Background: an optimization exercise with open tools, aiming at small area. Do not read the settings as production practice.
Only simulation tests tie the RTL to the original design; equivalence was not proved.
Power figures rest on the tool's default switching activity, not on a simulated workload.

$ cat flow/design.v
`timescale 1ns / 1ps
module speed_select(input clk, input rst_n, input bps_start, output clk_bps);
		reg[12:0] cnt;
		reg clk_bps_r;
		reg[2:0] uart_ctrl;
		always @ ( posedge clk or negedge rst_n )
		begin
				if( !rst_n ) begin
						cnt <= 13'd0;
				end
				else if( (cnt == 5207) || !bps_start ) begin
						cnt <= 13'd0;
				end
				else begin
						cnt <= cnt + 1'b1;
				end
		end
		always @ ( posedge clk or negedge rst_n )
		begin
			if( !rst_n ) begin
					clk_bps_r <= 1'b0;
			end
			else if( (cnt == 2603) && bps_start ) begin
					clk_bps_r <= 1'b1;
			end
			else begin
					clk_bps_r <= 1'b0;
			end
		end
		assign clk_bps = clk_bps_r;
endmodule
`timescale 1ns / 1ps
module my_uart_rx( input clk, input rst_n, input rs232_rx, input clk_bps, output [7:0] rx_data, output reg rx_int, output bps_start );
		reg rs232_rx0, rs232_rx1, rs232_rx2, rs232_rx3;  
		wire neg_rs232_rx;   
		always @ ( posedge clk or negedge rst_n ) 
		begin
				if(!rst_n) begin
						rs232_rx0 <= 1'b0;
						rs232_rx1 <= 1'b0;
						rs232_rx2 <= 1'b0;
						rs232_rx3 <= 1'b0;
				end
				else begin
						rs232_rx0 <= rs232_rx;
						rs232_rx1 <= rs232_rx0;
						rs232_rx2 <= rs232_rx1;
						rs232_rx3 <= rs232_rx2;
				end
		end
		assign neg_rs232_rx = rs232_rx3 & rs232_rx2 & ~rs232_rx1 & ~rs232_rx0;
		reg bps_start_r;
		reg[3:0] num;	 
		always @ ( posedge clk or negedge rst_n )
		begin
				if( !rst_n ) begin
						bps_start_r <= 1'b0;
						rx_int <= 1'b0;
				end
				else if( neg_rs232_rx ) begin  
						bps_start_r <= 1'b1;	 
						rx_int <= 1'b1;   
				end
				else if( num == 4'd11 ) begin  
						bps_start_r <= 1'b0;   
						rx_int <= 1'b0;        
				end
		end
		assign bps_start = bps_start_r;
		reg[7:0] rx_data_r;		 
		reg[7:0] rx_temp_data;	 
		always @ ( posedge clk or negedge rst_n )
		begin
				if( !rst_n ) begin
						rx_temp_data <= 8'd0;
						num <= 4'd0;
						rx_data_r <= 8'd0;
				end
				else if(rx_int) begin	 
						if( clk_bps ) begin	 
								num <= num + 1'b1;
								case (num)
										4'd1: rx_temp_data[0] <= rs232_rx;	 
										4'd2: rx_temp_data[1] <= rs232_rx;	 
										4'd3: rx_temp_data[2] <= rs232_rx;	 
										4'd4: rx_temp_data[3] <= rs232_rx;	 
										4'd5: rx_temp_data[4] <= rs232_rx;	 
										4'd6: rx_temp_data[5] <= rs232_rx;	 
										4'd7: rx_temp_data[6] <= rs232_rx;	 
										4'd8: rx_temp_data[7] <= rs232_rx;	 
										default: ;
								endcase
						end
						else if(num == 4'd11) begin
								num <= 4'd0;  
								rx_data_r <= rx_temp_data;	 
						end
				end
		end
		assign rx_data = rx_data_r;	
endmodule
`timescale 1ns / 1ps
module my_uart_tx(input clk, input rst_n, input [7:0] rx_data, input rx_int, input clk_bps, output rs232_tx, output bps_start);
		reg rx_int0, rx_int1, rx_int2;
		wire neg_rx_int;
		always @ ( posedge clk or negedge rst_n ) 
		begin
				if( !rst_n ) begin
						rx_int0 <= 1'b0;
						rx_int1 <= 1'b0;
						rx_int2 <= 1'b0;
				end
				else begin
						rx_int0 <= rx_int;
						rx_int1 <= rx_int0;
						rx_int2 <= rx_int1;
				end
		end
		assign neg_rx_int =  ~rx_int1 & rx_int2;
		reg[7:0] tx_data;	 
		reg bps_start_r;
		reg tx_en;	 
		reg[3:0] num;
		always @ ( posedge clk or negedge rst_n ) 
		begin
				if( !rst_n ) begin
						bps_start_r <= 1'b0;
						tx_en <= 1'b0;
						tx_data <= 8'd0;
				end
				else if( neg_rx_int ) begin	 
						bps_start_r <= 1'b1;
						tx_data <= rx_data;	 
						tx_en <= 1'b1;		 
				end
				else if( num==4'd11 ) begin	 
						bps_start_r <= 1'b0;
						tx_en <= 1'b0;
				end
		end
		assign bps_start = bps_start_r;
		reg rs232_tx_r;
		always @ ( posedge clk or negedge rst_n )
		begin
				if(!rst_n) begin
						num <= 4'd0;
						rs232_tx_r <= 1'b1;
				end
				else if( tx_en ) begin
						if(clk_bps)	begin
								num <= num+1'b1;
								case (num)
										4'd0: rs232_tx_r <= 1'b0; 	 
										4'd1: rs232_tx_r <= tx_data[0];	 
										4'd2: rs232_tx_r <= tx_data[1];	 
										4'd3: rs232_tx_r <= tx_data[2];	 
										4'd4: rs232_tx_r <= tx_data[3];	 
										4'd5: rs232_tx_r <= tx_data[4];	 
										4'd6: rs232_tx_r <= tx_data[5];	 
										4'd7: rs232_tx_r <= tx_data[6];	 
										4'd8: rs232_tx_r <= tx_data[7];	 
										4'd9: rs232_tx_r <= 1'b1;	 
										default: rs232_tx_r <= 1'b1;
								endcase
						end
				end
				else if( num == 4'd11) begin
						num <= 4'd0;   
				end
		end
		assign rs232_tx = rs232_tx_r;
endmodule
module my_uart_top( input wire FPGA_CLK, input wire FPGA_RST, input wire UART_RXD, output wire UART_TXD);
		wire clk = FPGA_CLK;
		wire rst_n = FPGA_RST;
		wire rs232_rx = UART_RXD;
		wire bps_start1, bps_start2;
		wire clk_bps1,clk_bps2;	
		wire[7:0] rx_data;
		wire rx_int; 
	speed_select speed_rx( .clk(clk), .rst_n(rst_n), .bps_start(bps_start1), .clk_bps(clk_bps1) );
	my_uart_rx my_uart_rx( .clk(clk), .rst_n(rst_n), .rs232_rx(rs232_rx), .rx_data(rx_data), .rx_int(rx_int), .clk_bps(clk_bps1), .bps_start(bps_start1) );
	speed_select speed_tx( .clk(clk), .rst_n(rst_n), .bps_start(bps_start2), .clk_bps(clk_bps2) );
	my_uart_tx my_uart_tx(.clk(clk), .rst_n(rst_n), .rx_data(rx_data), .rx_int(rx_int), .rs232_tx(UART_TXD), .clk_bps(clk_bps2), .bps_start(bps_start2) );
endmodule
$ cat flow/run.sh
#!/bin/bash
# synth_recipe.tcl (not shown) runs the flow's synth.tcl, then flattens the netlist and writes it again
# the make line also repeats each setting of config.mk as NAME=value (left out here)
make -C /OpenROAD-flow-scripts/flow DESIGN_CONFIG=/design/flow/config.mk WORK_HOME=/design/flow/orfs CLKGATE_MAP_FILE= SYNTH_SCRIPT=/design/flow/synth_recipe.tcl finish
$ cat flow/config.mk
export PLATFORM = sky130hd
export DESIGN_NAME = my_uart_top
export DESIGN_NICKNAME = my_uart_top
export VERILOG_FILES = /design/flow/design.v
export SDC_FILE = /design/flow/constraint.sdc
export NUM_CORES = 4
export LEC_CHECK = 0
export CAP_MARGIN = 20
export CORE_MARGIN = 2
export CORE_UTILIZATION = 40
export SLEW_MARGIN = 20
$ cat flow/constraint.sdc
create_clock -name core_clock -period 10.0 [get_ports {FPGA_CLK}]
set_input_delay 2.0000 -clock core_clock [delete_from_list [all_inputs] [get_ports {FPGA_CLK}]]
set_output_delay 2.0000 -clock core_clock [all_outputs]
set_load 0.01 [all_outputs]
==> results of run 1 <==
cells in the mapped netlist (3+ instances only):
cell,number,area share (%)
mux2_2,24,8.5
nor4b_1,3,0.82
inv_1,6,0.71
nand2_1,20,2.4
nor2b_1,3,0.59
xor2_1,12,3.3
nor2_1,29,3.4
nor4bb_1,3,0.94
buf_2,5,0.78
nor3_1,5,0.78
a21oi_1,4,0.63
nor4_1,3,0.59
and3_1,4,0.78
o21ai_0,7,1.1
nand4_1,11,2.2
nand3_1,20,3.1
dfrtp_1,69,54
xnor2_1,12,3.3
ha_1,10,3.9
how the worst min path moves through the flow:
stage                                  start                  to  slack [ns]  cells after the start
final                     my_uart_tx.rx_int0  my_uart_tx.rx_int1        0.35                      0
after global routing      my_uart_tx.rx_int0  my_uart_tx.rx_int1        0.36                      0
after CTS                 my_uart_tx.rx_int0  my_uart_tx.rx_int1        0.35                      0
after detailed placement  my_uart_tx.rx_int0  my_uart_tx.rx_int1        0.34                      0
after global placement    my_uart_tx.rx_int0  my_uart_tx.rx_int1        0.33                      0
after floorplan           my_uart_tx.rx_int0  my_uart_tx.rx_int1        0.33                      0
stage by stage:
step,hold slack [ns],instance area (um^2)
2_1_floorplan,0.331,3190
3_3_place_gp,0.332,3310
3_5_place_dp,0.336,3310
4_1_cts,0.352,3480
5_1_grt,0.356,3480
6_report,0.347,3480
logic make-up (layout without fill, tap and decap cells):
family | Yosys count | after routing | synth area share [%]
buffers and inverters | 14 | 26 | 1.96
XOR/XNOR | 24 | 24 | 6.59
adder cells (fa/ha/maj) | 10 | 10 | 3.92
AND/OR/NAND/NOR | 118 | 118 | 20.2
AO/OA/AOI/OAI | 20 | 20 | 3.88
multiplexers | 24 | 24 | 8.47
flip-flops | 70 | 70 | 55.0
power breakdown:
group          internal [mW]  switching, mW  total (mW)
Combinational         0.0356         0.0409      0.0765
Sequential             0.312         0.0394       0.351
Clock                 0.0956          0.101       0.196
area by class of cell:
cell class,instances,area (um^2),share of cell area (%)
Tap cell,102,128,3.67
Inverter,6,22.5,0.648
Clock inverter,4,22.5,0.648
Timing Repair Buffer,4,32.5,0.936
Clock buffer,12,145,4.17
Sequential cell,70,1750,50.4
Multi-Input combinational cell,196,1370,39.5
sequential cells by signal, indices dropped and copies added (netlist names), 4 cells and up:
name / flops
my_uart_rx.rx_temp_data: 8
my_uart_rx.num: 4
my_uart_rx.rx_data_r: 8
my_uart_tx.num: 4
my_uart_tx.tx_data: 8
speed_tx.cnt: 13
speed_rx.cnt: 13
metal layers:
layer / share of wire [%] / vias to the layer above / wire, um
met5: 0 / - / 0
met4: 1.9 / 0 / 99
met3: 2.8 / 7 / 147
met2: 44 / 20 / 2320
met1: 52 / 997 / 2750
li1: - / 994 / -
==> out/results.txt, run 1 <==
first-pass GRT wire length -> 9.84 mm
Post-synth top flop -> dfrtp_1
pwr dens -> 179 nW/um^2
port bufs -> 3
CTS tree -> built
met1 Track Usage GR -> 20.3%
number of global-route vias before repair -> 2,026
Final Hold Viols -> 0
Area Overhead vs Synth -> 9.02%
Post-CTS Hold Fix Bufs -> 0
die area -> 8700 um^2
worst skew pair latency -> 0.34 ns
worst slew pin tran -> 0.875 ns
CP Launch Type -> flip-flop
final worst clock skew -> 0.00874 ns
yosys warns -> 3
commonest cells after routing, fill and taps aside -> dfrtp_1, nor2_1, mux2_2
total CTS buffers -> 9
Fmax achieved -> 295 MHz
Critical-path top delay cell -> dfstp_2
Worst Setup EP -> UART_TXD
setup ws final -> 6.61 ns
final setup fails -> 0
Seq/Total Area, Yosys -> 55.0%
syn_nets -> 293
Initial Util -> 41.3%
Crit Path Class -> flip-flop to primary output
RSZ-0062 raised after global routing -> no
crit path time final -> 3.39 ns
Worst-path clk slew -> 0.07 ns
Worst R2R Path Depth -> 5
PostCTS Resize Cnt -> 0
clk sinks -> 70
Syn Std Cell Area -> 3190 um^2
nets@finish -> 300
CP cell instances -> clkdlybuf4s50_1
DP Cell Count -> 378
RR Endpoint -> speed_rx.cnt[10]
M2 GR Usage -> 20.7%
core area -> 7730 um^2
total gr overflow -> 0
Core Util, Final -> 45.0%
DP Worst Slack -> 6.97 ns
outcome -> no timing/DRC/antenna violations
headroom to the max-slew limit -> 41.7%
Setup TNS -> 0 ns
fraction of layout cells with a size suffix above 1 -> 16.4%
total design power -> 0.624 mW
busiest grt layer -> met2
DRC viols -> 0
Die Ht -> 93.3 um
WL final -> 5.32 mm
synthesized instance count -> 280
Clock Path Buffers -> 2
Tcrit/Tclk final -> 33.9%
DR vias -> 2,018
Hold Crit Class -> flip-flop to flip-flop
DR pass1 iterations -> 4
met3 GRT Util -> 4.11%
DP Wirelength -> 3.48 mm
critical path peak fanout -> 2
share of flip-flops with an asynchronous set or reset -> 100%
Post-synth EDFFs -> 0
peak supply drop -> 0.101 mV
Critical Path Stages -> 1
CP delay by family, top -> flip-flops
arrival time worst endpoint -> 1.39 ns
Synth cell types -> 43
Fill cells -> 728
Crit. End Element -> primary output
H-tree depth -> 3
final antenna-violating net count -> 0
# rows -> 32
CP peak stage delay -> 0.53 ns
ANT cells -> 0
reg2reg setup slack -> 7.94 ns
per-instance average area after synthesis -> 11.4 um^2
Slew Viols, Final -> 0
final cell count without fillers -> 394
WL per Instance -> 13.5 um
Total GRT Usage -> 14.5%
Die X-Extent -> 93.3 um
CP Data Required Time -> 8.00 ns
Vias/cell -> 5.12
r2r startpoint -> speed_rx.cnt[0]
Max-Cap Viols -> 0
static leakage -> 1.52 nW
worst path bufs/invs -> 1
Ports -> 4
post-CTS setup buffer count -> 0
GP Congestion -> 0.762
antenna violations before repair -> 0
post-synthesis register bit count -> 70
CTS root buffer -> clkbuf_8
CP startpoint -> my_uart_tx.rs232_tx_r
pin count of the biggest net entering global routing -> 71
commonest non-fill, non-tap cell in the layout -> dfrtp_1
1st-iter DRT viols -> 49
==> run 2: changes to the inputs <==
==> flow/design.v (replaced) <==
module speed_select(input clk, input rst_n, input bps_start, output clk_bps);
	reg [12:0] cnt;
	always @(posedge clk)
		if (!bps_start || cnt == 13'd5207) cnt <= 13'd0;
		else cnt <= cnt + 1'b1;
	assign clk_bps = (cnt == 13'd2604);
endmodule
module my_uart_rx(input clk, input rst_n, input rs232_rx, input clk_bps,
                  output [7:0] rx_data, output reg rx_int, output bps_start, output fire);
	reg [2:0] e;
	wire neg = e[2];
	always @(posedge clk or negedge rst_n)
		if (!rst_n) e <= 3'b000;
		else begin
			e[0] <= rs232_rx;
			e[1] <= e[0] & (rs232_rx | e[1]);
			e[2] <= ~rs232_rx & e[1] & ~e[0];
		end
	reg [3:0] num;
	wire fin = ~num[3] & ~num[2] & num[1];    
	assign fire = ~num[3] & num[2] & num[1] & ~num[0];
	always @(posedge clk or negedge rst_n)
		if (!rst_n) rx_int <= 1'b0;
		else rx_int <= neg | (rx_int & ~fin);
	assign bps_start = rx_int;
	always @(posedge clk or negedge rst_n)
		if (!rst_n) num <= 4'b0111;
		else if (rx_int & clk_bps) num <= num + 1'b1;
		else if (rx_int & fin) num <= neg ? 4'b0111 : 4'b0100;
		else if (~num[3] & num[2] & ~(num[1] & num[0])) num <= num + 1'b1;
	reg [7:0] sh;
	always @(posedge clk)
		if (clk_bps & num[3]) sh <= {rs232_rx, sh[7:1]};
	assign rx_data = sh;
endmodule
module my_uart_tx(input clk, input rst_n, input [7:0] rx_data, input fire, input clk_bps,
                  output rs232_tx, output bps_start);
	reg tx_en;
	reg [3:0] num;
	reg [7:0] tx_data;
	reg tx_r;
	wire fin = ~num[3] & ~num[2] & num[1];    
	always @(posedge clk or negedge rst_n)
		if (!rst_n) tx_en <= 1'b0;
		else tx_en <= fire | (tx_en & ~fin);
	assign bps_start = tx_en;
	always @(posedge clk)
		if (fire) tx_data <= rx_data;
	always @(posedge clk)
		if (!tx_en) num <= 4'b0111;
		else if (clk_bps) num <= num + 1'b1;
	always @(posedge clk or negedge rst_n)
		if (!rst_n) tx_r <= 1'b1;
		else if (tx_en & clk_bps) tx_r <= num[3] ? tx_data[num[2:0]] : ~num[2];
	assign rs232_tx = tx_r;
endmodule
module my_uart_top(input wire FPGA_CLK, input wire FPGA_RST, input wire UART_RXD, output wire UART_TXD);
	wire bps_start1, bps_start2, clk_bps1, clk_bps2, rx_int, fire;
	wire [7:0] rx_data;
	speed_select speed_rx(.clk(FPGA_CLK), .rst_n(FPGA_RST), .bps_start(bps_start1), .clk_bps(clk_bps1));
	my_uart_rx my_uart_rx(.clk(FPGA_CLK), .rst_n(FPGA_RST), .rs232_rx(UART_RXD), .clk_bps(clk_bps1),
	                      .rx_data(rx_data), .rx_int(rx_int), .bps_start(bps_start1), .fire(fire));
	speed_select speed_tx(.clk(FPGA_CLK), .rst_n(FPGA_RST), .bps_start(bps_start2), .clk_bps(clk_bps2));
	my_uart_tx my_uart_tx(.clk(FPGA_CLK), .rst_n(FPGA_RST), .rx_data(rx_data), .fire(fire), .clk_bps(clk_bps2),
	                      .rs232_tx(UART_TXD), .bps_start(bps_start2));
endmodule
==> run 2 against run 1 <==
  * Clock-buffer cell count is 5 lower
  * Cell count shrank 22%
  * Clock power is 37% lower
  * Non-clock buffer count decreased by 1
  * Area after synthesis shrank 24%
  * Synthesized cell count fell by 21%
  * Maximum frequency increased by 1.0%
  * Wire length is 29% lower
==> out/results.txt, run 2 <==
worst hold start -> my_uart_rx.sh[0]
WL per Instance -> 12.3 um
GP Congestion -> 0.752
fraction of layout cells with a size suffix above 1 -> 10.8%
Synth cell types -> 41
Max-Cap Viols -> 0
final setup fails -> 0
H-tree depth -> 2
top post-synthesis cells by area -> dfxtp_1, edfxtp_1, dfrtp_1
Syn Std Cell Area -> 2420 um^2
total design power -> 0.417 mW
DR vias -> 1,561
Fmax achieved -> 298 MHz
Fill cells -> 587
commonest cells after routing, fill and taps aside -> nor2_1, dfxtp_1, edfxtp_1
Ports -> 4
headroom to the max-slew limit -> 52.8%
Worst-path clk slew -> 0.10 ns
Area Overhead vs Synth -> 8.51%
Clock Path Buffers -> 2
r2r startpoint -> speed_rx.cnt[11]
nets@finish -> 239
ANT cells -> 0
pin count of the biggest net entering global routing -> 17
port bufs -> 3
final worst clock skew -> 0.0101 ns
clk sinks -> 56
# rows -> 28
total CTS buffers -> 5
Worst R2R Path Depth -> 3
RSZ-0062 raised after global routing -> no
Seq/Total Area, Yosys -> 55.1%
CP Data Required Time -> 8.00 ns
share of flip-flops with an asynchronous set or reset -> 17.9%
Crit. End Element -> primary output
reg2reg setup slack -> 7.94 ns
post-CTS setup buffer count -> 0
core area -> 5890 um^2
Largest regs -> speed_rx.cnt: 13 flops, speed_tx.cnt: 13 flops
CTS tree -> built
Slew Viols, Final -> 0
static leakage -> 0.932 nW
Setup TNS -> 0 ns
first-pass GRT wire length -> 6.49 mm
CTS root buffer -> clkbuf_8
Synth area leader -> dfxtp_1
worst skew pair latency -> 0.30 ns
crit path time final -> 3.36 ns
Final Hold Viols -> 0
arrival time worst endpoint -> 1.36 ns
CP peak stage delay -> 0.53 ns
WL final -> 3.78 mm
Critical-path top delay cell -> dfstp_2
syn_nets -> 230
Post-synth top flop -> dfxtp_1
outcome -> no timing/DRC/antenna violations
Total GRT Usage -> 12.5%
post-synthesis register bit count -> 56
worst path bufs/invs -> 1
DR pass1 iterations -> 4
1st-iter DRT viols -> 81
DRC viols -> 0
PostCTS Resize Cnt -> 0
Crit Path Class -> flip-flop to primary output
synthesized instance count -> 221
die area -> 6700 um^2
worst slew pin tran -> 0.704 ns
most frequent cell after synthesis -> nor2_1
total gr overflow -> 0
number of global-route vias before repair -> 1,456
Core Util, Final -> 44.7%
CP Launch Type -> flip-flop
Post-synth top cells -> nor2_1, dfxtp_1, edfxtp_1
Die Ht -> 81.9 um
pwr dens -> 158 nW/um^2
Hold Path Stages -> 0
peak supply drop -> 0.173 mV
RR Endpoint -> my_uart_rx.sh[7]
critical path peak fanout -> 2
Hold Crit Class -> flip-flop to flip-flop
top cell type's share of synthesized area -> 24.8%
antenna violations before repair -> 0
DP Wirelength -> 2.69 mm
Tcrit/Tclk final -> 33.6%
commonest non-fill, non-tap cell in the layout -> nor2_1
Die X-Extent -> 81.9 um
hold endpoint -> my_uart_tx.tx_data[0]
Initial Util -> 41.2%
Post-synth EDFFs -> 16
yosys warns -> 3
per-instance average area after synthesis -> 11.0 um^2
CP startpoint -> my_uart_tx.tx_r
Post-CTS Hold Fix Bufs -> 0
CP delay by family, top -> flip-flops
CP cell instances -> clkdlybuf4s50_1
Vias/cell -> 5.10
final antenna-violating net count -> 0
[run 2: through the flow]
step                      worst slack [ns]  hold WS (ns)  instances  area, um^2
after floorplan                       7.47         0.400        221        2420
after global placement                6.97         0.402        298        2540
after detailed placement              6.97         0.417        298        2540
after CTS                             6.63         0.440        306        2630
after global routing                  6.59         0.444        306        2630
final                                 6.64         0.436        306        2630
[run 2: kinds of logic (layout without fill, tap and decap cells)]
| logic type | after synthesis | after routing | synth area share [%] |
|---|---|---|---|
| adder cells (fa/ha/maj) | 6 | 6 | 3.10 |
| XOR/XNOR | 23 | 23 | 8.31 |
| AND/OR/NAND/NOR | 105 | 105 | 24.1 |
| flip-flops | 56 | 56 | 55.1 |
| AO/OA/AOI/OAI | 17 | 17 | 5.11 |
| multiplexers | 3 | 3 | 2.27 |
| buffers and inverters | 11 | 21 | 2.01 |
[run 2: cell type report]
class / instances / area [um^2] / area share [%]
Tap cell: 75 / 93.8 / 3.57
Sequential cell: 56 / 1340 / 50.8
Clock buffer: 7 / 80.1 / 3.04
Multi-Input combinational cell: 154 / 1040 / 39.7
Inverter: 10 / 37.5 / 1.43
Clock inverter: 1 / 8.76 / 0.333
Timing Repair Buffer: 3 / 30.0 / 1.14
[run 2: report_power, final]
part / leakage, nW / switching (mW) / internal, mW
clock: 0.0458 / 0.0698 / 0.0529
combinational: 0.383 / 0.0176 / 0.0162
sequential: 0.503 / 0.0153 / 0.245
total: 0.932 / 0.103 / 0.314
[run 2: layer usage]
metal	wire length (um)	global-route usage (%)
met1	1990	16.8
met2	1660	19.8
met3	82	3.30
met4	38	4.00
met5	0	0
[run 2: worst max path at each step]
stage | end | slack [ns] | depth (start not counted)
floorplan | UART_TXD | 7.47 | 0
global placement | UART_TXD | 6.97 | 1
detailed placement | UART_TXD | 6.97 | 1
CTS | UART_TXD | 6.63 | 1
global route | UART_TXD | 6.59 | 1
finish | UART_TXD | 6.64 | 1
==> run 3: changes to the inputs <==
==> flow/design.v (replaced) <==
module speed_select(input clk, input rst_n, input bps_idle, output clk_bps);
	reg [12:0] q;
	wire [12:0] n;
	assign n[11:0] = ~(q[12:1] | {12{bps_idle}});
	assign n[12] = ~bps_idle & (q[0] ^ ((n[0] & n[6] & n[7]) | n[4]) ^ 1'b1);
	always @(posedge clk) q <= n;
	assign clk_bps = (q == 13'd1755);
endmodule
module my_uart_rx(input clk, input rst_n, input rs232_rx, input clk_bps,
                  output [7:0] rx_data, output reg idle, output fire);
	reg [2:0] e;
	wire neg = e[2];
	always @(posedge clk or negedge rst_n)
		if (!rst_n) e <= 3'b000;
		else begin
			e[0] <= rs232_rx;
			e[1] <= e[0] & (rs232_rx | e[1]);
			e[2] <= ~rs232_rx & e[1] & ~e[0];
		end
	reg [3:0] num;
	wire fin = ~num[3] & ~num[2] & num[1];    
	assign fire = ~num[3] & num[2] & num[1] & ~num[0];
	always @(posedge clk or negedge rst_n)
		if (!rst_n) idle <= 1'b1;
		else idle <= ~neg & (idle | fin);
	always @(posedge clk or negedge rst_n)
		if (!rst_n) num <= 4'b0111;
		else if (~idle & clk_bps) num <= num + 1'b1;
		else if (~idle & fin) num <= neg ? 4'b0111 : 4'b0100;
		else if (~num[3] & num[2] & ~(num[1] & num[0])) num <= num + 1'b1;
	reg [7:0] sh;
	always @(posedge clk)
		if (clk_bps & num[3]) sh <= {rs232_rx, sh[7:1]};
	assign rx_data = sh;
endmodule
module my_uart_tx(input clk, input rst_n, input [7:0] rx_data, input fire, input clk_bps,
                  output rs232_tx, output reg idle);
	reg [3:0] num;
	reg [7:0] tx_data;
	reg tx_r;
	wire fin = ~num[3] & ~num[2] & num[1];    
	always @(posedge clk or negedge rst_n)
		if (!rst_n) idle <= 1'b1;
		else idle <= ~fire & (idle | fin);
	always @(posedge clk)
		if (fire) tx_data <= rx_data;
	always @(posedge clk)
		if (idle) num <= 4'b0111;
		else if (clk_bps) num <= num + 1'b1;
	always @(posedge clk or negedge rst_n)
		if (!rst_n) tx_r <= 1'b1;
		else if (~idle & clk_bps) tx_r <= num[3] ? tx_data[num[2:0]] : ~num[2];
	assign rs232_tx = tx_r;
endmodule
module my_uart_top(input wire FPGA_CLK, input wire FPGA_RST, input wire UART_RXD, output wire UART_TXD);
	wire idle1, idle2, clk_bps1, clk_bps2, fire;
	wire [7:0] rx_data;
	speed_select speed_rx(.clk(FPGA_CLK), .rst_n(FPGA_RST), .bps_idle(idle1), .clk_bps(clk_bps1));
	my_uart_rx my_uart_rx(.clk(FPGA_CLK), .rst_n(FPGA_RST), .rs232_rx(UART_RXD), .clk_bps(clk_bps1),
	                      .rx_data(rx_data), .idle(idle1), .fire(fire));
	speed_select speed_tx(.clk(FPGA_CLK), .rst_n(FPGA_RST), .bps_idle(idle2), .clk_bps(clk_bps2));
	my_uart_tx my_uart_tx(.clk(FPGA_CLK), .rst_n(FPGA_RST), .rx_data(rx_data), .fire(fire), .clk_bps(clk_bps2),
	                      .rs232_tx(UART_TXD), .idle(idle2));
endmodule
==> run 3 against run 2 <==
  * First-iteration DRC count shrank 56%
  * Worst hold slack lost 0.032 ns
  * Still clean
  * Area after synthesis shrank 19%
  * Cell count shrank 25%
  * Largest power group unchanged
  * Largest cell class unchanged
  * Register-to-register slack gained 0.20 ns
  * Clock skew shrank 0.0062 ns
  * Cell area shrank 18%
  * Die area shrank 18%
  * Clock power is essentially flat
  * Sequential share of layout area grew 11 points
  * Sequential cell count is the same
  * Highest routed layer unchanged
  * Via count shrank 28%
==> out/results.txt, run 3 <==
commonest cells after routing, fill and taps aside -> dfxtp_1, nor2_1, edfxtp_1
CP delay by family, top -> flip-flops
port bufs -> 3
Ports -> 4
headroom to the max-slew limit -> 59.5%
static leakage -> 0.809 nW
Reg power frac -> 65.4%
RR Endpoint -> my_uart_rx.sh[2]
Die Ht -> 74.1 um
crit path time final -> 3.34 ns
syn_nets -> 160
final worst clock skew -> 0.00398 ns
pin count of the biggest net entering global routing -> 18
cell internal pwr -> 0.291 mW
Setup TNS -> 0 ns
1st-iter DRT viols -> 36
clk sinks -> 56
WL final -> 2.77 mm
Max-Cap Viols -> 0
ANT cells -> 0
WL per Instance -> 12.1 um
RSZ-0062 raised after global routing -> no
worst path bufs/invs -> 1
reg2reg setup slack -> 8.14 ns
Tcrit/Tclk final -> 33.4%
antenna violations before repair -> 0
Register Area -> 1340 um^2
Total GRT Usage -> 11.9%
M2 GR Usage -> 18.2%
GP Congestion -> 0.816
final hold slack -> 0.404 ns
Synth area leader -> dfxtp_1
Post-synth top flop -> dfxtp_1
total CTS buffers -> 5
CP peak stage delay -> 0.53 ns
Area Overhead vs Synth -> 9.68%
area of the multi-input gates -> 587 um^2
peak supply drop -> 0.0650 mV
die area -> 5490 um^2
# rows -> 25
Hold Crit Class -> flip-flop to flip-flop
CP cell instances -> clkdlybuf4s50_1
Seq/Total Area, Yosys -> 68.2%
H-tree depth -> 2
Post-synth EDFFs -> 16
synthesized instance count -> 155
per-instance average area after synthesis -> 12.7 um^2
r2r startpoint -> speed_rx.q[5]
arrival time worst endpoint -> 1.34 ns
outcome -> no timing/DRC/antenna violations
Worst R2R Path Depth -> 3
Crit. End Element -> primary output
CP Launch Type -> flip-flop
met1 Track Usage GR -> 15.4%
final setup fails -> 0
busiest grt layer -> met2
Crit Path Class -> flip-flop to primary output
share of flip-flops with an asynchronous set or reset -> 17.9%
Post-CTS Hold Fix Bufs -> 0
CP startpoint -> my_uart_tx.tx_r
Die X-Extent -> 74.1 um
Vias/cell -> 4.95
PostCTS Resize Cnt -> 0
Worst-path clk slew -> 0.09 ns
number of global-route vias before repair -> 1,087
Post-synth top cells -> dfxtp_1, nor2_1, edfxtp_1
Fmax achieved -> 299 MHz
Gate power share -> 0.6%
Clock Power Share -> 34.0%
top post-synthesis cells by area -> dfxtp_1, edfxtp_1, dfstp_2
Critical Path Stages -> 1
post-CTS setup buffer count -> 0
Critical-path top delay cell -> dfstp_2
Clock Path Buffers -> 2
commonest non-fill, non-tap cell in the layout -> dfxtp_1
Initial Util -> 41.6%
Slew Viols, Final -> 0
top cell type's share of synthesized area -> 30.6%
fraction of layout cells with a size suffix above 1 -> 13.0%
DRC viols -> 0
core area -> 4720 um^2
CTS root buffer -> clkbuf_8
DR vias -> 1,128
sw frac -> 18.6%
DP Wirelength -> 2.03 mm
worst skew pair latency -> 0.29 ns
NetSw -> 0.0663 mW
Final Hold Viols -> 0
most frequent cell after synthesis -> dfxtp_1
total gr overflow -> 0
Post-DP Area -> 2060 um^2
Largest regs -> speed_rx.q: 13 flops, speed_tx.q: 13 flops
worst slew pin tran -> 0.599 ns
Fill cells -> 439
first-pass GRT wire length -> 4.92 mm
critical path peak fanout -> 2
CTS tree -> built
Synth cell types -> 40
fin area -> 2150 um^2
met3 GRT Util -> 4.07%
post-synthesis register bit count -> 56
Worst Setup EP -> UART_TXD
DR pass1 iterations -> 4
pwr dens -> 166 nW/um^2
Syn Std Cell Area -> 1960 um^2
yosys warns -> 3
nets@finish -> 165
final antenna-violating net count -> 0
CP Data Required Time -> 8.00 ns
==> run 3: power groups by stage <==
stage	sequential, mW	combinational (mW)	clock (mW)
after floorplan	0.238	0.000353	0
after global placement	0.238	0.00197	0
after detailed placement	0.239	0.00209	0
after CTS	0.233	0.00209	0.127
after global routing	0.234	0.00228	0.136
final	0.233	0.00200	0.121
==> run 3: cells by family (layout without fill, tap and decap cells) <==
| family | Yosys count | after routing | synth area share [%] |
|---|---|---|---|
| buf+inv | 10 | 16 | 1.97 |
| flops | 56 | 56 | 68.2 |
| compound gates | 18 | 18 | 5.86 |
| mux | 5 | 5 | 3.89 |
| simple gates | 61 | 61 | 17.5 |
| xor+xnor | 3 | 3 | 1.34 |
| fa+ha+maj | 2 | 2 | 1.27 |
==> run 3: per-stage QoR <==
step | total power, mW | util [%] | setup slack [ns] | std cells
6_report | 0.357 | 45.6 | 6.66 | 228
3_5_place_dp | 0.241 | 43.7 | 6.97 | 220
4_1_cts | 0.363 | 45.6 | 6.64 | 228
3_3_place_gp | 0.240 | 43.7 | 6.97 | 220
5_1_grt | 0.371 | 45.6 | 6.62 | 228
2_1_floorplan | 0.239 | - | 7.47 | 155
==> run 3: layer usage <==
metal / up-vias / part of all wire [%]
met5: - / 0
met4: 0 / 1.3
met3: 4 / 2.7
met2: 9 / 49
met1: 554 / 47
li1: 561 / -
==> run 3: area by class of cell <==
class | instances | area share (%)
clock buffers | 7 | 4.01
clock inverters | 1 | 0.290
inverters | 4 | 0.697
multi-input cells | 89 | 27.2
flip-flops and latches | 56 | 62.1
well taps | 67 | 3.89
repair buffers | 4 | 1.74
==> run 3: worst min-delay path by stage <==
stage / start / end / slack, ns / cells after the start
6_report: speed_rx.q[12] / speed_rx.q[11] / 0.40 / 1
5_1_grt: speed_tx.q[11] / speed_tx.q[10] / 0.42 / 1
4_1_cts: speed_rx.q[12] / speed_rx.q[11] / 0.41 / 1
3_5_place_dp: speed_rx.q[12] / speed_rx.q[11] / 0.39 / 1
3_3_place_gp: speed_rx.q[12] / speed_rx.q[11] / 0.38 / 1
2_1_floorplan: speed_rx.q[2] / speed_rx.q[1] / 0.38 / 1
==> run 4: changes to the inputs <==
==> flow/design.v (replaced) <==
module speed_select #(parameter [12:0] C = 13'd0, parameter [12:0] G = 13'h1fff,
                      parameter [12:0] D = 13'd0, parameter [3:0] LP = 4'd0, parameter KX = 1'b0)
                    (input clk, input rst_n, input bps_start, output clk_bps);
	reg [12:0] q;
	wire [11:0] nat = q[12:1] ^ G[11:0];
	wire [12:0] force_c = G & {13{~bps_start}};
	wire [11:0] n = (nat & ~force_c[11:0]) | (C[11:0] & force_c[11:0]);
	function lit(input integer j, input p);
		lit = p ? (G[j-1] ? n[j-1] : ~q[j]) : q[j];
	endfunction
	wire h = q[0] ^ KX ^ ((lit(1, LP[0]) & lit(7, LP[1]) & lit(8, LP[2])) | lit(5, LP[3]));
	wire n12 = force_c[12] ? C[12] : h;
	always @(posedge clk) q <= {n12, n};
	assign clk_bps = (q == D);
endmodule
module my_uart_rx(input clk, input rst_n, input rs232_rx, input clk_bps,
                  output [7:0] rx_data, output reg rx_int, output fire);
	reg [2:0] e;
	wire neg = e[2];
	always @(posedge clk or negedge rst_n)
		if (!rst_n) e <= 3'b000;
		else begin
			e[0] <= rs232_rx;
			e[1] <= e[0] & (rs232_rx | e[1]);
			e[2] <= ~rs232_rx & e[1] & ~e[0];
		end
	reg [3:0] num;
	wire fin = num[3] & ~num[1] & num[0];                 
	assign fire = num[3] & ~num[2] & num[1] & ~num[0];    
	wire post12 = num[3] & (num[2] ? ~num[1] & ~num[0] : num[1] & num[0]);   
	always @(posedge clk or negedge rst_n)
		if (!rst_n) rx_int <= 1'b0;
		else rx_int <= neg | (rx_int & ~fin);
	always @(posedge clk or negedge rst_n)
		if (!rst_n) num <= 4'b1000;
		else if (fire | (fin & neg)) num <= 4'b1000;
		else if ((rx_int & clk_bps) | post12 | fin) num <= num - 1'b1;
	reg [7:0] sh;
	always @(posedge clk)
		if (clk_bps & ~num[3]) sh <= {rs232_rx, sh[7:1]};
	assign rx_data = sh;
endmodule
module my_uart_tx(input clk, input rst_n, input [7:0] rx_data, input fire, input clk_bps,
                  output rs232_tx, output reg tx_en);
	reg [3:0] num;
	reg [7:0] tx_data;
	reg tx_r;
	wire fin = ~num[3] & ~num[2] & num[1];    
	always @(posedge clk or negedge rst_n)
		if (!rst_n) tx_en <= 1'b0;
		else tx_en <= fire | (tx_en & ~fin);
	always @(posedge clk)
		if (fire) tx_data <= rx_data;
	always @(posedge clk)
		if (!tx_en) num <= 4'b0111;
		else if (clk_bps) num <= num + 1'b1;
	always @(posedge clk or negedge rst_n)
		if (!rst_n) tx_r <= 1'b1;
		else if (tx_en & clk_bps) tx_r <= num[3] ? tx_data[num[2:0]] : ~num[2];
	assign rs232_tx = tx_r;
endmodule
module my_uart_top(input wire FPGA_CLK, input wire FPGA_RST, input wire UART_RXD, output wire UART_TXD);
	wire rx_int, tx_en, clk_bps1, clk_bps2, fire;
	wire [7:0] rx_data;
	speed_select #(.C(13'd8191), .G(13'h1445), .D(13'd1613), .LP(4'b0011), .KX(1'b1))
		speed_rx(.clk(FPGA_CLK), .rst_n(FPGA_RST), .bps_start(rx_int), .clk_bps(clk_bps1));
	my_uart_rx my_uart_rx(.clk(FPGA_CLK), .rst_n(FPGA_RST), .rs232_rx(UART_RXD), .clk_bps(clk_bps1),
	                      .rx_data(rx_data), .rx_int(rx_int), .fire(fire));
	speed_select #(.C(13'd8191), .G(13'h115c), .D(13'd4627), .LP(4'b0011), .KX(1'b0))
		speed_tx(.clk(FPGA_CLK), .rst_n(FPGA_RST), .bps_start(tx_en), .clk_bps(clk_bps2));
	my_uart_tx my_uart_tx(.clk(FPGA_CLK), .rst_n(FPGA_RST), .rx_data(rx_data), .fire(fire), .clk_bps(clk_bps2),
	                      .rs232_tx(UART_TXD), .tx_en(tx_en));
endmodule
--- a/flow/config.mk
+++ b/flow/config.mk
@@ -10,2 +10,5 @@
 export CORE_UTILIZATION = 40
+export CTS_BUF_LIST = sky130_fd_sc_hd__clkbuf_16
+export CTS_CLUSTER_DIAMETER = 500
+export CTS_CLUSTER_SIZE = 60
 export SLEW_MARGIN = 20
==> run 4 against run 3 <==
  * Register-to-register slack worse by 0.19 ns
  * Cell count down 12%
  * Clock-buffer cell count down 2
  * Cell area about the same
  * Sequential cell count unchanged
  * Largest cell class unchanged
  * Highest routed layer unchanged
==> out/results.txt, run 4 <==
per-instance average area after synthesis -> 14.1 um^2
worst hold start -> speed_rx.q[2]
CP Launch Type -> flip-flop
post-synthesis register bit count -> 56
outcome -> no timing/DRC/antenna violations
Critical-path top delay cell -> dfstp_2
RSZ-0062 raised after global routing -> no
worst slew pin tran -> 0.479 ns
core area -> 4660 um^2
ANT cells -> 0
top post-synthesis cells by area -> dfxtp_1, edfxtp_1, dfrtp_1
Post-synth top cells -> dfxtp_1, nand2_1, edfxtp_1
synthesized instance count -> 135
DRC viols -> 0
Clock Path Buffers -> 2
port bufs -> 3
Worst-path clk slew -> 0.07 ns
Area Overhead vs Synth -> 12.9%
final antenna-violating net count -> 0
setup ws final -> 6.66 ns
Hold Crit Class -> flip-flop to flip-flop
Die X-Extent -> 73.1 um
Post-synth top flop -> dfxtp_1
Crit. End Element -> primary output
Seq/Total Area, Yosys -> 69.9%
number of global-route vias before repair -> 1,060
Syn Std Cell Area -> 1910 um^2
CP peak stage delay -> 0.53 ns
Die Ht -> 73.1 um
area of the multi-input gates -> 563 um^2
Post-CTS Hold Fix Bufs -> 0
Setup TNS -> 0 ns
worst path bufs/invs -> 1
CP startpoint -> my_uart_tx.tx_r
syn_nets -> 142
total gr overflow -> 0
CP delay by family, top -> flip-flops
total design power -> 0.471 mW
arrival time worst endpoint -> 1.34 ns
Register Area -> 1330 um^2
Synth cell types -> 37
share of flip-flops with an asynchronous set or reset -> 17.9%
Crit Path Class -> flip-flop to primary output
CTS tree -> built
most frequent cell after synthesis -> dfxtp_1
DR vias -> 1,016
critical path peak fanout -> 2
worst skew pair latency -> 0.29 ns
peak supply drop -> 0.151 mV
GP Congestion -> 0.798
yosys warns -> 4
Synth area leader -> dfxtp_1
total CTS buffers -> 5
Fmax achieved -> 299 MHz
WL final -> 2.65 mm
H-tree depth -> 2
post-CTS setup buffer count -> 0
r2r startpoint -> speed_rx.q[7]
crit path time final -> 3.34 ns
WL per Instance -> 13.3 um
final setup fails -> 0
DR pass1 iterations -> 4
fraction of layout cells with a size suffix above 1 -> 12.3%
DP Worst Slack -> 6.97 ns
final hold slack -> 0.346 ns
PostCTS Resize Cnt -> 0
final worst clock skew -> 0.00573 ns
Largest regs -> speed_rx.q: 13 flops, speed_tx.q: 13 flops
Fill cells -> 431
headroom to the max-slew limit -> 67.8%
antenna violations before repair -> 0
Tcrit/Tclk final -> 33.4%
CP cell instances -> clkdlybuf4s50_1
pin count of the biggest net entering global routing -> 18
commonest non-fill, non-tap cell in the layout -> dfxtp_1
Vias/cell -> 5.08
Slew Viols, Final -> 0
Total GRT Usage -> 12.3%
clk sinks -> 56
Final Hold Viols -> 0
Ports -> 4
top cell type's share of synthesized area -> 31.5%
Max-Cap Viols -> 0
nets@finish -> 152
die area -> 5340 um^2
static leakage -> 0.825 nW
# rows -> 25
Initial Util -> 40.9%
DP Wirelength -> 1.82 mm
Post-synth EDFFs -> 16
1st-iter DRT viols -> 59
first-pass GRT wire length -> 4.75 mm
CP Data Required Time -> 8.00 ns
CTS root buffer -> clkbuf_16
pwr dens -> 219 nW/um^2
commonest cells after routing, fill and taps aside -> dfxtp_1, nand2_1, edfxtp_1
run 4: area by class of cell:
class                   count  share of cell area [%]
flip-flops and latches     56                    61.9
multi-input cells          76                    26.1
clock buffers               5                    5.81
well taps                  54                    3.14
repair buffers              4                    1.74
clock inverters             3                   0.872
inverters                   2                   0.349
run 4: cell families (layout without fill, tap and decap cells):
logic type | count (synthesis) | count (layout) | share of synthesized area (%)
AO/OA/AOI/OAI | 15 | 15 | 5.38
XOR/XNOR | 5 | 5 | 2.29
adder cells (fa/ha/maj) | 4 | 4 | 2.62
buffers and inverters | 3 | 14 | 0.590
flip-flops | 56 | 56 | 69.9
multiplexers | 4 | 4 | 3.67
AND/OR/NAND/NOR | 48 | 48 | 15.5
run 4: final timing paths:
path / end / cells past startpoint / slack, ns
max: UART_TXD / 1 / 6.66
min: speed_rx.q[1] / 0 / 0.35
max reg2reg: my_uart_rx.num[2] / 5 / 7.95
min reg2reg: speed_rx.q[1] / 0 / 0.35
max in group asynchronous: my_uart_tx.tx_r / 1 / 7.63
min in group asynchronous: my_uart_rx.num[0] / 1 / 2.03
run 4: per-stage QoR:
stage | instances | util (%) | area (um^2)
2_1_floorplan | 135 | - | 1910
4_1_cts | 200 | 46.2 | 2150
3_5_place_dp | 192 | 43.1 | 2010
5_1_grt | 200 | 46.2 | 2150
3_3_place_gp | 192 | 43.1 | 2010
6_report | 200 | 46.2 | 2150
run 4: power by group:
group | switching (mW) | internal [mW] | total (mW)
combinational | 0.0116 | 0.0138 | 0.0253
clock | 0.0739 | 0.0923 | 0.166
sequential | 0.0171 | 0.262 | 0.279
run 4: layer usage:
layer  global-route usage (%)  up-vias  wire, um
met5                        0        -         0
met4                     7.41        0        46
met3                     4.97        4        79
met2                     18.4        8      1330
met1                     14.9      506      1200
li1                         -      498         -
==> run 5: changes to the inputs <==
--- a/flow/config.mk
+++ b/flow/config.mk
@@ -10,5 +10,2 @@
 export CORE_UTILIZATION = 40
-export CTS_BUF_LIST = sky130_fd_sc_hd__clkbuf_16
-export CTS_CLUSTER_DIAMETER = 500
-export CTS_CLUSTER_SIZE = 60
 export SLEW_MARGIN = 20
==> run 5 against run 4 <==
  * Cell area down 2.6%
  * Maximum frequency fell by 0.45%
  * Synthesized cell count unchanged
  * Area after synthesis unchanged
  * Sequential share of layout area increased by 1.7 points
  * Critical path depth stayed put
  * Core utilization down 1.2 points
  * Non-clock buffer count is the same
  * Cell count unchanged
  * Sequential power about the same
  * Clock skew fell by 0.0028 ns
  * Critical path type unchanged
  * Largest cell class unchanged
  * Largest power group unchanged
==> out/results.txt, run 5 <==
DR pass1 iterations -> 4
Initial Util -> 40.9%
Syn Std Cell Area -> 1910 um^2
DR vias -> 998
CP startpoint -> my_uart_tx.tx_r
Max-Cap Viols -> 0
Synth area leader -> dfxtp_1
Crit. End Element -> primary output
yosys warns -> 4
# rows -> 25
Post-synth EDFFs -> 16
port bufs -> 3
worst path bufs/invs -> 1
Hold Path Stages -> 0
per-instance average area after synthesis -> 14.1 um^2
total CTS buffers -> 5
commonest non-fill, non-tap cell in the layout -> dfxtp_1
pin count of the biggest net entering global routing -> 18
CP delay by family, top -> flip-flops
PostCTS Resize Cnt -> 0
Hold Crit Class -> flip-flop to flip-flop
first-pass GRT wire length -> 4.65 mm
core area -> 4660 um^2
Reg power frac -> 66.2%
headroom to the max-slew limit -> 67.7%
number of global-route vias before repair -> 1,048
sw frac -> 22.9%
Register Area -> 1330 um^2
DP Worst Slack -> 6.97 ns
peak supply drop -> 0.134 mV
reg2reg setup slack -> 7.95 ns
Setup TNS -> 0 ns
pwr dens -> 201 nW/um^2
post-synthesis register bit count -> 56
fraction of layout cells with a size suffix above 1 -> 12.3%
Crit Path Class -> flip-flop to primary output
Synth cell types -> 37
Gate power share -> 6.0%
CTS tree -> built
share of flip-flops with an asynchronous set or reset -> 17.9%
Largest regs -> speed_rx.q: 13 flops, speed_tx.q: 13 flops
Vias/cell -> 4.99
clk sinks -> 56
synthesized instance count -> 135
Tcrit/Tclk final -> 33.6%
Die X-Extent -> 73.1 um
commonest cells after routing, fill and taps aside -> dfxtp_1, nand2_1, edfxtp_1
CP Data Required Time -> 8.00 ns
DP Wirelength -> 1.82 mm
Die Ht -> 73.1 um
die area -> 5340 um^2
setup ws final -> 6.64 ns
Critical-path top delay cell -> dfstp_2
r2r startpoint -> speed_rx.q[7]
Area Overhead vs Synth -> 9.90%
Final Hold Viols -> 0
WL per Instance -> 13.1 um
top cell type's share of synthesized area -> 31.5%
H-tree depth -> 2
Worst-path clk slew -> 0.09 ns
Ports -> 4
critical path peak fanout -> 2
Fmax achieved -> 298 MHz
Critical Path Stages -> 1
ANT cells -> 0
final antenna-violating net count -> 0
final setup fails -> 0
WL final -> 2.61 mm
crit path time final -> 3.36 ns
Total GRT Usage -> 11.5%
1st-iter DRT viols -> 62
Clock Power Share -> 27.8%
area of the multi-input gates -> 563 um^2
post-CTS setup buffer count -> 0
GP Congestion -> 0.798
Core Util, Final -> 45.0%
CP cell instances -> clkdlybuf4s50_1
total gr overflow -> 0
worst skew pair latency -> 0.29 ns
Worst R2R Path Depth -> 5
RSZ-0062 raised after global routing -> no
worst hold start -> speed_rx.q[2]
syn_nets -> 142
Clock Path Buffers -> 2
CP peak stage delay -> 0.54 ns
CTS root buffer -> clkbuf_8
cell internal pwr -> 0.325 mW
Fill cells -> 433
Seq/Total Area, Yosys -> 69.9%
nets@finish -> 152
Post-CTS Hold Fix Bufs -> 0
worst slew pin tran -> 0.480 ns
final worst clock skew -> 0.00294 ns
antenna violations before repair -> 0
NetSw -> 0.0965 mW
Slew Viols, Final -> 0
DRC viols -> 0
most frequent cell after synthesis -> dfxtp_1
Post-synth top cells -> dfxtp_1, nand2_1, edfxtp_1
Post-synth top flop -> dfxtp_1
static leakage -> 0.800 nW
outcome -> no timing/DRC/antenna violations
CP Launch Type -> flip-flop
arrival time worst endpoint -> 1.36 ns
top post-synthesis cells by area -> dfxtp_1, edfxtp_1, dfrtp_1
run 5: cell types whose count changed in the layout (fill, tap and decap cells not counted):
cell,change
clkbuf_16,-5
clkbuf_8,+5
run 5: area by class of cell:
| type | count | share of cell area, % |
|---|---|---|
| clock inverters | 3 | 0.895 |
| inverters | 2 | 0.358 |
| clock buffers | 5 | 3.28 |
| multi-input cells | 76 | 26.8 |
| repair buffers | 4 | 1.79 |
| well taps | 54 | 3.22 |
| flip-flops and latches | 56 | 63.6 |
run 5: final timing paths:
check / endpoint
setup / recovery: UART_TXD
hold / removal: speed_rx.q[1]
setup reg to reg: my_uart_rx.num[2]
hold reg to reg: speed_rx.q[1]
max in group asynchronous: my_uart_tx.tx_r
min in group asynchronous: my_uart_rx.num[2]
run 5: power groups by stage:
stage	Clock [mW]	Sequential (mW)	Combinational, mW
4_1_cts	0.124	0.279	0.0258
5_1_grt	0.135	0.284	0.0295
2_1_floorplan	0	0.278	0.0205
3_3_place_gp	0	0.283	0.0250
3_5_place_dp	0	0.284	0.0256
6_report	0.117	0.279	0.0253
run 5: through the flow:
step	std cells	hold WS, ns	power, mW	area [um^2]
finish	200	0.352	0.421	2100
global route	200	0.364	0.448	2100
CTS	200	0.355	0.429	2100
detailed placement	192	0.335	0.310	2010
global placement	192	0.329	0.308	2010
floorplan	135	0.322	0.299	1910
run 5: kinds of logic (layout without fill, tap and decap cells):
logic type | after synthesis | count (layout) | synth area share [%]
AO/OA/AOI/OAI | 15 | 15 | 5.38
flip-flops | 56 | 56 | 69.9
buffers and inverters | 3 | 14 | 0.590
multiplexers | 4 | 4 | 3.67
AND/OR/NAND/NOR | 48 | 48 | 15.5
XOR/XNOR | 5 | 5 | 2.29
adder cells (fa/ha/maj) | 4 | 4 | 2.62
run 5: per-layer routing:
| layer | global-route usage, % | vias to the layer above | share of wire, % |
|---|---|---|---|
| met5 | 0 | - | 0 |
| met4 | 4.32 | 0 | 0.57 |
| met3 | 3.73 | 2 | 3.4 |
| met2 | 18.3 | 8 | 48 |
| met1 | 14.6 | 490 | 48 |
| li1 | - | 498 | - |
==> run 6: changes to the inputs <==
==> flow/flow/run.sh (new file) <==
#!/bin/bash
# Layout flow: the standard flow (standard.sh) with three changes made
# through ORFS's own hooks and variables:
#  - after floorplanning, logic cells are set to their smallest drive strength
#    (flow/downsize.tcl); later repair steps upsize what timing, slew or
#    capacitance need;
#  - ports are buffered with buf_1;
#  - clock tree synthesis does not add dummy loads.
set -euo pipefail
here=$(pwd)
export POST_FLOORPLAN_TCL="$here/flow/downsize.tcl"
export BUFFER_PORTS_ARGS="-buffer_cell sky130_fd_sc_hd__buf_1"
export CTS_ARGS="-sink_clustering_enable -repair_clock_nets -dont_use_dummy_load"
bash standard.sh > "$here/standard_flow.log" 2>&1
==> flow/flow/downsize.tcl (new file) <==
# Set every combinational cell to the smallest drive strength of its function.
set dont_use [split $::env(DONT_USE_CELLS)]
set n 0
foreach inst [[ord::get_db_block] getInsts] {
  set m [[$inst getMaster] getName]
  if { ![regexp {^(sky130_fd_sc_hd__)([a-z0-9]+)_([0-9]+)$} $m -> pfx fn drive] } { continue }
  if { [string match "df*" $fn] || [string match "edf*" $fn] || [string match "sdf*" $fn] } { continue }
  if { [string match "*tap*" $fn] || [string match "*fill*" $fn] || [string match "conb" $fn] } { continue }
  foreach d {0 1 2} {
    if { $d >= $drive } { break }
    set cand "${pfx}${fn}_${d}"
    if { [lsearch -exact $dont_use $cand] >= 0 } { continue }
    if { [[ord::get_db] findMaster $cand] eq "NULL" } { continue }
    replace_cell [$inst getName] $cand
    incr n
    break
  }
}
puts "downsize: $n cells set to a smaller drive strength"
==> flow/standard.sh (new file) <==
#!/bin/bash
# synth_recipe.tcl (not shown) runs the flow's synth.tcl, then flattens the netlist and writes it again
# the make line also repeats each setting of config.mk as NAME=value (left out here)
make -C /OpenROAD-flow-scripts/flow DESIGN_CONFIG=/design/flow/config.mk WORK_HOME=/design/flow/orfs CLKGATE_MAP_FILE= SYNTH_SCRIPT=/design/flow/synth_recipe.tcl "${@:-finish}"
removed: flow/run.sh
==> run 6 against run 5 <==
  * Worst setup slack improved by 0.39 ns
  * Sequential share of layout area rose by 2.2 points
  * Still clean
  * Global-route usage rose by 0.091 points
  * Register-to-register slack got worse by 0.29 ns
==> out/results.txt, run 6 <==
yosys warns -> 4
final worst clock skew -> 0.0265 ns
Tcrit/Tclk final -> 29.7%
RSZ-0062 raised after global routing -> no
Total GRT Usage -> 11.6%
Syn Std Cell Area -> 1910 um^2
PostCTS Resize Cnt -> 0
Final Hold Viols -> 0
r2r startpoint -> speed_tx.q[8]
CP peak stage delay -> 0.53 ns
ANT cells -> 0
Post-synth top flop -> dfxtp_1
die area -> 5340 um^2
commonest cells after routing, fill and taps aside -> dfxtp_1, nand2_1, edfxtp_1
Vias/cell -> 5.03
CP delay by family, top -> flip-flops
crit path time final -> 2.97 ns
H-tree depth -> 2
worst path bufs/invs -> 1
Fill cells -> 430
Hold Crit Class -> flip-flop to flip-flop
Post-synth EDFFs -> 16
Synth cell types -> 37
top cell type's share of synthesized area -> 31.5%
arrival time worst endpoint -> 0.97 ns
outcome -> no timing/DRC/antenna violations
Clock Path Buffers -> 2
Crit Path Class -> flip-flop to primary output
1st-iter DRT viols -> 30
Critical-path top delay cell -> dfstp_2
Crit. End Element -> primary output
CP Data Required Time -> 8.00 ns
CTS tree -> built
syn_nets -> 142
DP Wirelength -> 1.86 mm
DRC viols -> 0
Ports -> 4
antenna violations before repair -> 0
synthesized instance count -> 135
Area Overhead vs Synth -> 6.16%
critical path peak fanout -> 2
Setup TNS -> 0 ns
static leakage -> 0.763 nW
Worst-path clk slew -> 0.07 ns
DR vias -> 991
WL per Instance -> 13.2 um
post-CTS setup buffer count -> 0
total design power -> 0.408 mW
worst hold start -> speed_tx.q[10]
pwr dens -> 201 nW/um^2
CP startpoint -> my_uart_tx.tx_r
Max-Cap Viols -> 0
Slew Viols, Final -> 0
most frequent cell after synthesis -> dfxtp_1
worst slew pin tran -> 1.00 ns
Die X-Extent -> 73.1 um
DR pass1 iterations -> 4
Post-CTS Hold Fix Bufs -> 0
nets@finish -> 152
worst skew pair latency -> 0.31 ns
Seq/Total Area, Yosys -> 69.9%
WL final -> 2.61 mm
share of flip-flops with an asynchronous set or reset -> 17.9%
Post-synth top cells -> dfxtp_1, nand2_1, edfxtp_1
post-synthesis register bit count -> 56
number of global-route vias before repair -> 1,024
per-instance average area after synthesis -> 14.1 um^2
Die Ht -> 73.1 um
commonest non-fill, non-tap cell in the layout -> dfxtp_1
Initial Util -> 40.9%
port bufs -> 3
pin count of the biggest net entering global routing -> 20
final antenna-violating net count -> 0
top post-synthesis cells by area -> dfxtp_1, edfxtp_1, dfrtp_1
headroom to the max-slew limit -> 32.6%
clk sinks -> 56
# rows -> 25
Synth area leader -> dfxtp_1
CTS root buffer -> clkbuf_8
peak supply drop -> 0.143 mV
final setup fails -> 0
core area -> 4660 um^2
Largest regs -> speed_rx.q: 13 flops, speed_tx.q: 13 flops
fraction of layout cells with a size suffix above 1 -> 5.59%
total gr overflow -> 0
first-pass GRT wire length -> 4.61 mm
GP Congestion -> 0.733
total CTS buffers -> 5
CP cell instances -> buf_1
Fmax achieved -> 337 MHz
CP Launch Type -> flip-flop
run 6: cell types whose count changed in the layout (fill, tap and decap cells not counted), sizes merged:
| cell | before | now |
|---|---|---|
| buf | 1 | 4 |
| clkdlybuf4s50 | 3 | 0 |
| clkinv | 3 | 0 |
run 6: worst paths after layout:
kind | cells after the start | to | slack, ns
worst max-delay path | 1 | UART_TXD | 7.03
worst min-delay path | 0 | speed_tx.q[9] | 0.35
worst max register to register | 5 | my_uart_tx.num[3] | 7.66
worst min register to register | 0 | speed_tx.q[9] | 0.35
max in group asynchronous | 1 | my_uart_tx.tx_r | 7.97
min in group asynchronous | 1 | my_uart_rx.num[0] | 1.65
run 6: final cells by class:
class                           count  area (um^2)  area share, %
Sequential cell                    56         1330           65.8
Clock buffer                        5         68.8           3.40
Tap cell                           54         67.6           3.34
Timing Repair Buffer                4         18.8          0.926
Inverter                            2         7.51          0.371
Multi-Input combinational cell     76          529           26.1
run 6: stage by stage:
step | utilization [%] | worst slack, ns | cells | area, um^2 | hold slack [ns]
finish | 43.5 | 7.03 | 197 | 2030 | 0.350
global route | 43.5 | 7.00 | 197 | 2030 | 0.353
CTS | 43.5 | 7.02 | 197 | 2030 | 0.351
detailed placement | 42.0 | 7.34 | 192 | 1960 | 0.337
global placement | 42.0 | 7.35 | 192 | 1960 | 0.329
floorplan | - | 7.47 | 135 | 1910 | 0.322
run 6: report_power, final:
group / internal, mW / total (mW) / switching [mW] / leakage [nW]
clock: 0.0453 / 0.106 / 0.0606 / 0.0359
combinational: 0.0129 / 0.0227 / 0.00985 / 0.213
sequential: 0.262 / 0.279 / 0.0175 / 0.514
total: 0.320 / 0.408 / 0.0880 / 0.763
run 6: cells by family (layout without fill, tap and decap cells):
group | after synthesis | count (layout) | synth area share (%)
flip-flops | 56 | 56 | 69.9
AND/OR/NAND/NOR | 48 | 48 | 15.5
XOR/XNOR | 5 | 5 | 2.29
adder cells (fa/ha/maj) | 4 | 4 | 2.62
buffers and inverters | 3 | 11 | 0.590
AO/OA/AOI/OAI | 15 | 15 | 5.38
multiplexers | 4 | 4 | 3.67
run 6: layer usage:
| layer | vias up | share of wire [%] | global-route usage (%) |
|---|---|---|---|
| met5 | - | 0 | 0 |
| met4 | 0 | 1.6 | 5.56 |
| met3 | 4 | 3.8 | 4.28 |
| met2 | 10 | 48 | 18.6 |
| met1 | 475 | 46 | 13.7 |
| li1 | 502 | - | - |
==> run 7: changes to the inputs <==
--- a/flow/flow/run.sh
+++ b/flow/flow/run.sh
@@ -12,3 +12,3 @@
 export BUFFER_PORTS_ARGS="-buffer_cell sky130_fd_sc_hd__buf_1"
-export CTS_ARGS="-sink_clustering_enable -repair_clock_nets -dont_use_dummy_load"
+export CTS_ARGS="-sink_clustering_enable -repair_clock_nets -dont_use_dummy_load -buf_list sky130_fd_sc_hd__clkbuf_8 -sink_clustering_size 30 -sink_clustering_max_diameter 200"
 bash standard.sh > "$here/standard_flow.log" 2>&1
==> run 7 against run 6 <==
  * Clock power about the same
  * Worst hold slack unchanged
  * Die area unchanged
  * Critical path type unchanged
  * Largest power group unchanged
==> out/results.txt, run 7 <==
outcome -> no timing/DRC/antenna violations
final worst clock skew -> 0.0265 ns
CP cell instances -> buf_1
headroom to the max-slew limit -> 32.6%
port bufs -> 3
commonest cells after routing, fill and taps aside -> dfxtp_1, nand2_1, edfxtp_1
M2 GR Usage -> 18.6%
busiest grt layer -> met2
H-tree depth -> 2
DR vias -> 991
ANT cells -> 0
Synth area leader -> dfxtp_1
cell internal pwr -> 0.320 mW
Vias/cell -> 5.03
Die X-Extent -> 73.1 um
Seq/Total Area, Yosys -> 69.9%
pin count of the biggest net entering global routing -> 20
critical path peak fanout -> 2
commonest non-fill, non-tap cell in the layout -> dfxtp_1
NetSw -> 0.0880 mW
DP Wirelength -> 1.86 mm
final setup fails -> 0
Slew Viols, Final -> 0
CTS tree -> built
CP Launch Type -> flip-flop
Initial Util -> 40.9%
Total GRT Usage -> 11.6%
reg2reg setup slack -> 7.66 ns
Crit Path Class -> flip-flop to primary output
most frequent cell after synthesis -> dfxtp_1
Worst-path clk slew -> 0.07 ns
post-synthesis register bit count -> 56
Crit. End Element -> primary output
Core Util, Final -> 43.5%
total gr overflow -> 0
CP peak stage delay -> 0.53 ns
Clock Path Buffers -> 2
Post-synth top cells -> dfxtp_1, nand2_1, edfxtp_1
total CTS buffers -> 5
worst path bufs/invs -> 1
Gate power share -> 5.6%
CP delay by family, top -> flip-flops
WL final -> 2.61 mm
synthesized instance count -> 135
final antenna-violating net count -> 0
DRC viols -> 0
Fmax achieved -> 337 MHz
arrival time worst endpoint -> 0.97 ns
peak supply drop -> 0.143 mV
WL per Instance -> 13.2 um
syn_nets -> 142
Clock Power Share -> 26.0%
per-instance average area after synthesis -> 14.1 um^2
RSZ-0062 raised after global routing -> no
DR pass1 iterations -> 4
Final Hold Viols -> 0
Ports -> 4
Post-CTS Hold Fix Bufs -> 0
Hold Crit Class -> flip-flop to flip-flop
Die Ht -> 73.1 um
top cell type's share of synthesized area -> 31.5%
Setup TNS -> 0 ns
post-CTS setup buffer count -> 0
final hold slack -> 0.350 ns
Post-synth top flop -> dfxtp_1
static leakage -> 0.763 nW
Reg power frac -> 68.5%
met3 GRT Util -> 4.28%
Tcrit/Tclk final -> 29.7%
share of flip-flops with an asynchronous set or reset -> 17.9%
number of global-route vias before repair -> 1,024
first-pass GRT wire length -> 4.61 mm
CTS root buffer -> clkbuf_8
pwr dens -> 201 nW/um^2
top post-synthesis cells by area -> dfxtp_1, edfxtp_1, dfrtp_1
Area Overhead vs Synth -> 6.16%
1st-iter DRT viols -> 30
GP Congestion -> 0.733
yosys warns -> 4
# rows -> 25
met1 Track Usage GR -> 13.7%
Post-synth EDFFs -> 16
CP Data Required Time -> 8.00 ns
core area -> 4660 um^2
Largest regs -> speed_rx.q: 13 flops, speed_tx.q: 13 flops
die area -> 5340 um^2
crit path time final -> 2.97 ns
fraction of layout cells with a size suffix above 1 -> 5.59%
worst slew pin tran -> 1.00 ns
nets@finish -> 152
clk sinks -> 56
Syn Std Cell Area -> 1910 um^2
worst skew pair latency -> 0.31 ns
Max-Cap Viols -> 0
Synth cell types -> 37
PostCTS Resize Cnt -> 0
antenna violations before repair -> 0
Critical-path top delay cell -> dfstp_2
sw frac -> 21.6%
==> run 7: cell counts in the layout (fill, tap and decap cells not counted) <==
Identical to the previous run, type by type.
==> run 7: logic make-up (layout without fill, tap and decap cells) <==
kind of cell	after synthesis	count (layout)	share of synthesized area (%)
flip-flops	56	56	69.9
AND/OR/NAND/NOR	48	48	15.5
AO/OA/AOI/OAI	15	15	5.38
XOR/XNOR	5	5	2.29
adder cells (fa/ha/maj)	4	4	2.62
multiplexers	4	4	3.67
buffers and inverters	3	11	0.590
==> run 7: cell type report <==
class	count	area, um^2
flip-flops and latches	56	1330
inverters	2	7.51
multi-input cells	76	529
well taps	54	67.6
clock buffers	5	68.8
repair buffers	4	18.8
fillers	430	2640
==> run 7: per-layer routing <==
metal	wire, um	vias up
met4	43	0
met2	1260	10
met3	99	4
li1	-	502
met1	1210	475
met5	0	-
==> run 7: per-stage QoR <==
stage	setup slack [ns]	std cells	cell area (um^2)	power, mW
final	7.03	197	2030	0.408
after global routing	7.00	197	2030	0.432
after CTS	7.02	197	2030	0.416
after detailed placement	7.34	192	1960	0.308
after global placement	7.35	192	1960	0.306
after floorplan	7.47	135	1910	0.299
==> run 7: final timing paths <==
path / from / end / cells after the start
max: my_uart_tx.tx_r / UART_TXD / 1
min: speed_tx.q[10] / speed_tx.q[9] / 0
max reg2reg: speed_tx.q[8] / my_uart_tx.num[3] / 5
min reg2reg: speed_tx.q[10] / speed_tx.q[9] / 0
max in group asynchronous: FPGA_RST / my_uart_tx.tx_r / 1
min in group asynchronous: FPGA_RST / my_uart_rx.num[0] / 1
==> run 7: power groups by stage <==
stage | Combinational, mW | Clock [mW] | Sequential [mW]
finish | 0.0227 | 0.106 | 0.279
global placement | 0.0229 | 0 | 0.283
CTS | 0.0233 | 0.113 | 0.280
detailed placement | 0.0229 | 0 | 0.285
global route | 0.0266 | 0.122 | 0.283
floorplan | 0.0205 | 0 | 0.278

[static timing again, ports no longer ideal]
The results above use ideal ports. As a check the final layouts listed here were re-extracted and re-timed, cells and wires unchanged. Step 1: set_driving_cell puts a clkbuf_16 on FPGA_CLK and a buf_2 on each other input, an assumption about the parent block. Step 2 moves the port delays by t, midway between the first and last clock arrival at a register: inputs arrive t later, outputs are due t later. That takes back most of the time a late clock gives input paths. a / b / c = ideal / step 1 / step 2; a / b = the first two.
run	t, ns	setup slack, ns	latest minus earliest clock arrival (ns)
run 1	0.371	6.608 / 6.576 / 6.947	0.009 / 0.009
run 2	0.326	6.643 / 6.616 / 6.941	0.010 / 0.011
run 3	0.317	6.656 / 6.630 / 6.947	0.004 / 0.004
run 4	0.314	6.656 / 6.624 / 6.938	0.007 / 0.006
run 5	0.317	6.640 / 6.615 / 6.932	0.003 / 0.004
run 6	0.320	7.033 / 7.007 / 7.326	0.028 / 0.027
run 7	0.320	7.033 / 7.007 / 7.326	0.028 / 0.027
After both steps every run listed still meets setup and hold.
